This is an optimization exercise on Yosys and OpenROAD, whose aim is small area, a short achievable clock period and few clock cycles per item, not a production implementation. In this exercise RTL edits were held to simulation tests only and were not proved equivalent to the original. Power figures rest on the tool's default switching activity, not on a simulated workload.

==> design/flow/config.mk <==
export PLATFORM = sky130hd
export DESIGN_NAME = lab08_md5
export DESIGN_NICKNAME = lab08_md5
export VERILOG_FILES = /design/flow/design.v
export SDC_FILE = /design/flow/constraint.sdc
export NUM_CORES = 4
export LEC_CHECK = 0
export ABC_AREA = 1
export CAP_MARGIN = 20
export CORE_MARGIN = 2
export CORE_UTILIZATION = 40
export SLEW_MARGIN = 20
==> design/flow/constraint.sdc <==
create_clock -name core_clock -period 11.0 [get_ports {clk}]
set_input_delay 2.2000 -clock core_clock [delete_from_list [all_inputs] [get_ports {clk}]]
set_output_delay 2.2000 -clock core_clock [all_outputs]
set_load 0.01 [all_outputs]
==> design/flow/design.v <==
`timescale 1ns / 1ps
module lab08_md5(
  input            clk,
  input            reset_n,
  input            start,
  input  [63:0]    msg_in,
  output           ready,
  output           done,
  output [127:0]   digest
);
function [31:0] bswap(input [31:0] x);
  bswap = {x[7:0], x[15:8], x[23:16], x[31:24]};
endfunction
function [31:0] rotr4(input [31:0] x);
  rotr4 = {x[3:0], x[31:4]};
endfunction
reg         ph;                  
reg         ap;                  
reg  [1:0]  pend;                
reg         rdy;
reg  [31:0] w0m, w1m;            
reg  [31:0] w0x, w1x;            
reg  [31:0] q, b, c, d;          
reg  [6:0]  im;
reg  [3:0]  fs;                  
reg  [1:0]  dl;                  
reg         dn;
reg         idl;                 
reg  [31:0] kr;                  
reg  [1:0]  ws;                  
reg  [31:0] u, bm, cm, qm;       
reg  [6:0]  ix;
reg  [1:0]  bs;                  
reg         fin;
reg         go;                  
wire acc = start & rdy;           
assign ready = rdy;
assign done  = dn;
assign digest = {bswap(rotr4(d)), bswap(q), bswap(rotr4(b)), bswap(rotr4(c))};
wire [31:0] f = ({32{fs[0]}} & (d ^ (b & (c ^ d)))) |
                ({32{fs[1]}} & (c ^ (d & (b ^ c)))) |
                ({32{fs[2]}} & (b ^ c ^ d)) |
                ({32{fs[3]}} & (c ^ (b | ~d)));
wire [31:0] t = q + f;
reg  [31:0] t1;
always @(*) begin
  case (dl)
    2'd0: t1 = t;
    2'd1: t1 = {t[30:0], t[31]};
    2'd2: t1 = {t[29:0], t[31:30]};
    default: t1 = {t[28:0], t[31:29]};
  endcase
end
wire [31:0] wn = ({32{ws[0]}} & w0m) | ({32{ws[1]}} & w1m);
wire [31:0] qn = (idl ? 32'h0 : d) + kr + wn;
reg  [31:0] r;
always @(*) begin
  case (bs)
    2'd0: r = {u[27:0], u[31:28]};
    2'd1: r = {u[22:0], u[31:23]};
    2'd2: r = {u[17:0], u[31:18]};
    default: r = {u[11:0], u[31:12]};
  endcase
end
wire [31:0] bn = (fin ? 32'h0 : bm) + r;
always @(posedge clk) begin
  u  <= t1;
  bm <= b;
  cm <= c;
  qm <= qn;
  q  <= qm;
  b  <= go ? 32'hefcdab89 : bn;
  c  <= go ? 32'h98badcfe : bm;
  d  <= go ? 32'h10325476 : cm;
end
wire [6:0] i_nx = go ? 7'd0 : (ix == 7'd66 || ix == 7'd127) ? 7'd127 : ix + 7'd1;
wire [6:0] n1   = go ? 7'd1 : (ix == 7'd66 || ix == 7'd127) ? 7'd0 : ix + 7'd2;
reg [1:0] dl_nx;
always @(*) begin
  case ({i_nx[5:4], i_nx[1:0]})
    4'd0: dl_nx = 2'd3; 4'd1: dl_nx = 2'd3; 4'd2: dl_nx = 2'd3; 4'd3: dl_nx = 2'd2;
    4'd4: dl_nx = 2'd1; 4'd5: dl_nx = 2'd0; 4'd6: dl_nx = 2'd0; 4'd7: dl_nx = 2'd0;
    4'd8: dl_nx = 2'd0; 4'd9: dl_nx = 2'd2; 4'd10: dl_nx = 2'd2; 4'd11: dl_nx = 2'd3;
    4'd12: dl_nx = 2'd2; 4'd13: dl_nx = 2'd1; 4'd14: dl_nx = 2'd1; default: dl_nx = 2'd1;
  endcase
  if (i_nx[6]) dl_nx = 2'd0;
end
reg [31:0] k_ix;
always @(*) begin
  case (ix)
      7'd0: k_ix = 32'h2420715b;
      7'd1: k_ix = 32'hc1bdceee;
      7'd2: k_ix = 32'hf57c0faf;
      7'd3: k_ix = 32'h4787c62a;
      7'd4: k_ix = 32'ha8304613;
      7'd5: k_ix = 32'hfd469501;
      7'd6: k_ix = 32'h698098d8;
      7'd7: k_ix = 32'h8b44f7af;
      7'd8: k_ix = 32'hffff5bb1;
      7'd9: k_ix = 32'h895cd7be;
      7'd10: k_ix = 32'h6b901122;
      7'd11: k_ix = 32'hfd987193;
      7'd12: k_ix = 32'ha67943ce;
      7'd13: k_ix = 32'h49b40821;
      7'd14: k_ix = 32'hf61e2562;
      7'd15: k_ix = 32'hc040b340;
      7'd16: k_ix = 32'h265e5a51;
      7'd17: k_ix = 32'he9b6c7aa;
      7'd18: k_ix = 32'hd62f105d;
      7'd19: k_ix = 32'h02441453;
      7'd20: k_ix = 32'hd8a1e681;
      7'd21: k_ix = 32'he7d3fbc8;
      7'd22: k_ix = 32'h21e1cde6;
      7'd23: k_ix = 32'hc3370816;
      7'd24: k_ix = 32'hf4d50d87;
      7'd25: k_ix = 32'h455a14ed;
      7'd26: k_ix = 32'ha9e3e905;
      7'd27: k_ix = 32'hfcefa478;
      7'd28: k_ix = 32'h676f02d9;
      7'd29: k_ix = 32'h8d2a4c8a;
      7'd30: k_ix = 32'hfffa3942;
      7'd31: k_ix = 32'h8771f681;
      7'd32: k_ix = 32'h6d9d6122;
      7'd33: k_ix = 32'hfde5384c;
      7'd34: k_ix = 32'ha4beea44;
      7'd35: k_ix = 32'h4bdecfa9;
      7'd36: k_ix = 32'hf6bb4b60;
      7'd37: k_ix = 32'hbebfbc70;
      7'd38: k_ix = 32'h289b7ec6;
      7'd39: k_ix = 32'heaa127fa;
      7'd40: k_ix = 32'hd4ef3085;
      7'd41: k_ix = 32'h04881d05;
      7'd42: k_ix = 32'hd9d4d039;
      7'd43: k_ix = 32'he6db99e5;
      7'd44: k_ix = 32'h1fa27cf8;
      7'd45: k_ix = 32'hc4ac56e5;
      7'd46: k_ix = 32'hf4292244;
      7'd47: k_ix = 32'h432aff97;
      7'd48: k_ix = 32'hab9423e7;
      7'd49: k_ix = 32'hfc93a039;
      7'd50: k_ix = 32'h655b59c3;
      7'd51: k_ix = 32'h8f0ccc92;
      7'd52: k_ix = 32'hffeff47d;
      7'd53: k_ix = 32'h85845dd1;
      7'd54: k_ix = 32'h6fa87e4f;
      7'd55: k_ix = 32'hfe2ce6e0;
      7'd56: k_ix = 32'ha3014314;
      7'd57: k_ix = 32'h4e0811a1;
      7'd58: k_ix = 32'hf7537e82;
      7'd59: k_ix = 32'hbd3af235;
      7'd60: k_ix = 32'h2ad7d33b;
      7'd61: k_ix = 32'heb86d391;
      7'd62: k_ix = 32'h67452301;
      7'd63: k_ix = 32'h10325476;
      7'd64: k_ix = 32'h98badcfe;
      7'd65: k_ix = 32'hefcdab89;
      7'd66: k_ix = 32'h3eafc779;
      7'd127: k_ix = 32'h3eafc779;
    default: k_ix = 32'h0;
  endcase
end
wire [31:0] k_nx = go ? 32'he8c7b756 : k_ix;
reg [3:0] g1;
always @(*) begin
  case (n1[5:4])
    2'd0: g1 = n1[3:0];
    2'd1: g1 = n1[3:0] * 4'd5 + 4'd1;
    2'd2: g1 = n1[3:0] * 4'd3 + 4'd5;
    default: g1 = n1[3:0] * 4'd7;
  endcase
end
wire w0sel = ~n1[6] & (g1 == 4'd0);
wire w1sel = ~n1[6] & (g1 == 4'd1);
wire [1:0] pend_nx;
assign pend_nx[0] = (acc & ~ap) | (pend[0] & ~(go &  ph));
assign pend_nx[1] = (acc &  ap) | (pend[1] & ~(go & ~ph));
wire       ap_nx  = ap ^ acc;
wire [6:0] step_ap = im;      
wire       rdy_nx  = (ap_nx == ph) & ~pend_nx[ap_nx] & (step_ap >= 7'd55);
always @(posedge clk) begin
  if (~reset_n) begin
    ph   <= 1'b1;
    ap   <= 1'b0;
    pend <= 2'b00;
    rdy  <= 1'b1;
    im   <= 7'd127;
    ix   <= 7'd127;
    go   <= 1'b0;
    dn   <= 1'b0;
  end else begin
    ph   <= ~ph;
    ap   <= ap_nx;
    pend <= pend_nx;
    rdy  <= rdy_nx;
    im   <= i_nx;
    ix   <= im;
    go   <= (im == 7'd127) & pend[ph];
    dn   <= (ix == 7'd66);
  end
end
always @(posedge clk) begin
  fs  <= i_nx[6] ? 4'b0000 : (4'b0001 << i_nx[5:4]);
  dl  <= dl_nx;
  bs  <= im[6] ? 2'd0 : im[1:0];
  fin <= im[6];
  idl <= (i_nx == 7'd127);
  kr  <= k_nx;
  ws  <= {w1sel, w0sel};
end
always @(posedge clk) begin
  w0x <= w0m;
  w1x <= w1m;
  w0m <= acc ? bswap(msg_in[63:32]) : w0x;
  w1m <= acc ? bswap(msg_in[31:0])  : w1x;
end
endmodule
==> design/flow/flow/run.sh <==
#!/bin/bash
set -euo pipefail
bash standard.sh SETUP_SLACK_MARGIN=7.5 "BUFFER_PORTS_ARGS=-buffer_cell sky130_fd_sc_hd__buf_1" finish > flow_make.log 2>&1
==> design/flow/standard.sh <==
#!/bin/bash
# synth_recipe.tcl (not shown) runs the flow's synth.tcl, then flattens the netlist and writes it again
# the make line also repeats each setting of config.mk as NAME=value (left out here)
make -C /OpenROAD-flow-scripts/flow DESIGN_CONFIG=/design/flow/config.mk WORK_HOME=/design/flow/orfs CLKGATE_MAP_FILE= SYNTH_SCRIPT=/design/flow/synth_recipe.tcl "${@:-finish}"
==> results.txt <==
## layer usage
metal	wire length, um	track usage
met2	45000	0.4824
met3	6874	0.03869
met5	13	0
met1	41140	0.3723
met4	4987	0.1394
## synthesized netlist by cell type, types with 3 or more instances
cell,n
a22o_1,37
xor2_1,35
buf_2,10
nand3b_1,11
nor2_1,322
and2_1,4
o22ai_1,20
o21ai_1,9
clkbuf_1,90
a22oi_1,3
nand3_1,197
inv_1,518
a21oi_1,194
o31ai_1,4
fa_1,36
a21o_1,45
a21boi_0,3
nand2_1,868
o21a_1,5
a221oi_1,5
o211ai_1,52
o21ai_0,302
buf_1,4
nand4_1,45
nor3_1,58
xnor2_1,16
dfxtp_1,449
o21bai_1,10
nor4_1,8
o2111ai_1,49
buf_6,4
o221ai_1,7
or2_2,25
ha_1,128
a31oi_1,8
## area by class of cell
| type | instances | share of cell area |
|---|---|---|
| clock buffer | 66 | 0.04749 |
| multi-input combinational | 2537 | 0.4829 |
| tap | 846 | 0.03665 |
| antenna | 1 | 0.00008665 |
| timing repair buffer | 236 | 0.03761 |
| inverter | 523 | 0.06854 |
| sequential | 449 | 0.3165 |
| clock inverter | 22 | 0.01027 |
## cell usage in the layout, fill, tap and decap left out, types with 10 or more instances in the layout
cell type	count
nor3_1	58
ha_1	125
dfxtp_1	362
o21ai_0	300
buf_1	183
nand4_1	45
a21o_1	45
nand2_1	862
xnor2_1	16
o2111ai_1	45
clkbuf_1	10
fa_1	36
a21oi_1	193
dfxtp_4	17
nor2_1	318
inv_1	514
or2_2	25
o22ai_1	20
nand3_1	197
buf_2	10
dfxtp_2	70
nand3b_1	11
a22o_1	37
o21ai_1	10
buf_4	36
xor2_1	35
o21bai_1	10
o211ai_1	52
clkbuf_16	50
## power breakdown
part	switching (W)	leakage, nW	total (W)	internal (W)
Sequential	0.000786	3.78	0.00320	0.00242
Clock	0.000736	0.796	0.00170	0.000961
Combinational	0.00338	9.30	0.00509	0.00171
## flip-flops by register name, indices dropped and copies added (netlist names), 32 cells and up
register	flops
w0x	32
w0m	32
q	32
bm	32
qm	32
d	32
b	32
cm	32
c	32
w1x	32
u	32
w1m	32
kr	32
## worst paths after layout
path | cells after the start | endpoint | startpoint
worst max-delay path | 1 | digest[104] | d[20]
worst min-delay path | 0 | q[11] | qm[11]
worst max register to register | 12 | u[29] | fs[2]
worst min register to register | 0 | q[11] | qm[11]
## metrics by stage
step	util	hold WS [ps]
after floorplan	-	309.6
after global placement	0.4266	310.5
after detailed placement	0.4266	312.1
after CTS	0.4558	325.8
after global routing	0.4594	328.0
final	0.4595	324.9
## kinds of logic (layout without fill, tap and decap cells)
kind of cell | Yosys count | in the layout | synth area share
AND/OR/NAND/NOR | 1554 | 1555 | 0.2562
AO/OA/AOI/OAI | 767 | 767 | 0.1820
buffers and inverters | 635 | 847 | 0.09704
flip-flops | 449 | 449 | 0.3553
adder cells (fa/ha/maj) | 164 | 164 | 0.09180
XOR/XNOR | 51 | 51 | 0.01766
other | 0 | 1 | 0
## what timing repair did
action / in CTS / in global routing
gates cloned: 1 / 0
pin swaps: 2 / 5
resized for setup: 99 / 49
endpoints found under the setup margin: 114 / 77
buffers inserted: 2 / 13
==> results.sh <==
export IMPL_placed_area_sq_um=26810
export IMPL_grt_pass1_vias=23970
export IMPL_finalCriticalPeriod_ps=3491
export IMPL_drive_above_1_share=0.07540
export IMPL_cp_num_buf_inv=1
export IMPL_critPathCaptureType="output pin"
export IMPL_skew_ps=33.21
export IMPL_required_ps=8800
export IMPL_rows=92
export IMPL_grt_overflow=0
export IMPL_criticalPathCategory="flip-flop to output pin"
export IMPL_num_vias=25240
export IMPL_ys_flop_type="dfxtp_1"
export IMPL_design_area_sq_um=28880
export IMPL_tritoncts="done"
export IMPL_rrSetupSlack_ps=7680
export IMPL_slew_headroom=0.3820
export IMPL_numCtsBuffers=50
export IMPL_cts_reportedPaths_clkPinSlew_ps=60
export IMPL_place_inst=4575
export IMPL_drv_slew=0
export IMPL_crit_path_cell_trace="buf_2"
export IMPL_path_max_fanout=4
export IMPL_fill_cells=6629
export IMPL_syn_instance_count=3620
export IMPL_cp_start_kind="flip-flop"
export IMPL_fmax_ghz=0.2865
export IMPL_clock_latency_ps=630
export IMPL_finalSetupViolCount=0
export IMPL_outcome="no timing/DRC/antenna violations"
export IMPL_core_sq_um=62850
export IMPL_multi_input_area_sq_um=13940
export IMPL_irDropWorstVdd_uv=193.6
export IMPL_finalPower_w=0.009988
export IMPL_dieArea_sq_um=65270
export IMPL_yosysTopAreaCell="dfxtp_1"
export IMPL_dr_first_iter_drc_count=2753
export IMPL_grt_usage=0.2904
export IMPL_initial_core_util=0.4025
export IMPL_rsz0062_at_grt="false"
export IMPL_grt_first_pass_wirelength_mm=146.3
export IMPL_critPathSlowestCell="dfxtp_2"
export IMPL_register_area_sq_um=9140
export IMPL_cts_num_sinks=449
export IMPL_ys_ff_latch=449
export IMPL_numPortBuffers=196
export IMPL_tightest_slew_ps=927.0
export IMPL_area_growth_pct=14.16
export IMPL_detailed_place_hpwl_mm=75.09
export IMPL_grt_max_degree=72
export IMPL_synthArstFlopShare=0
export IMPL_antenna_left=0
export IMPL_max_stage_delay_ps=470
export IMPL_syn_area_per_cell_sq_um=6.988
export IMPL_drt_wl_total_mm=98.02
export IMPL_clockBufferDepth=3
export IMPL_yosys_warnings=1
export IMPL_p_leak_nw=13.88
export IMPL_powerDensity_nw_per_um2=345.9
export IMPL_wl_per_cell_um=20.94
export IMPL_die_h_um=255.5
export IMPL_hold_violations=0
export IMPL_ys_seq_area_frac=0.3553
export IMPL_cts_root_buf="clkbuf_16"
export IMPL_cp_arrival_ps=1290
export IMPL_antenna_found_initial=2
export IMPL_fin_tns_setup_ps=0
export IMPL_io_pins=197
export IMPL_drtPass1Iterations=6
export IMPL_finalCritPeriodShare=0.3173
export IMPL_die_w_um=255.5
export IMPL_instances_no_fill=4680
export IMPL_cap_violations=0
export IMPL_yosys_top_cells_area="dfxtp_1, nand2_1, inv_1, ha_1, o21ai_0"
export IMPL_vias_per_cell=5.394
export IMPL_hp_class="flip-flop to flip-flop"
export IMPL_nets=4028
export IMPL_postCtsHoldBufs=0
export IMPL_htreeDepth=2
export IMPL_ys_types=62
export IMPL_yosysTopAreaCellShare=0.3553
export IMPL_synth_edf_count=0
export IMPL_path_delay_family="flip-flops"
export IMPL_drc=0
export IMPL_post_place_ws_ps=6811
export IMPL_layout_setup_ws_ps=7509
export IMPL_routabilityCongestion=1.034
export IMPL_syn_nets=3851
export IMPL_netlist_area_sq_um=25300
Testbench counts, summed over its fixed seeds: cycles 13,080, hashes 192.

afterwards: timing with drivers on the ports:
No port has a modelled driver above. Below, the same layout with a new extraction and two added sets of constraints. Step 1 sets driving cells, clkbuf_16 on the clock port and buf_2 on the other inputs (assumed; they add their load-dependent delay and slew). Step 2 times the ports against the registers' clock, not the clock port: input delays grow and output delays shrink by t, the midpoint of the rising clock arrivals with the driver on. Slacks: ideal / step 1 / step 2; pairs: ideal / step 1.
shift t [ns]: 0.688
setup slack, ns: 7.509 / 7.442 / 7.073
worst hold slack (ns): 0.325 / 0.325 / 0.325
After both steps setup and hold are still met in this run. The setup slack of this run moves by -0.067 ns with the drivers and by -0.436 ns with both steps.
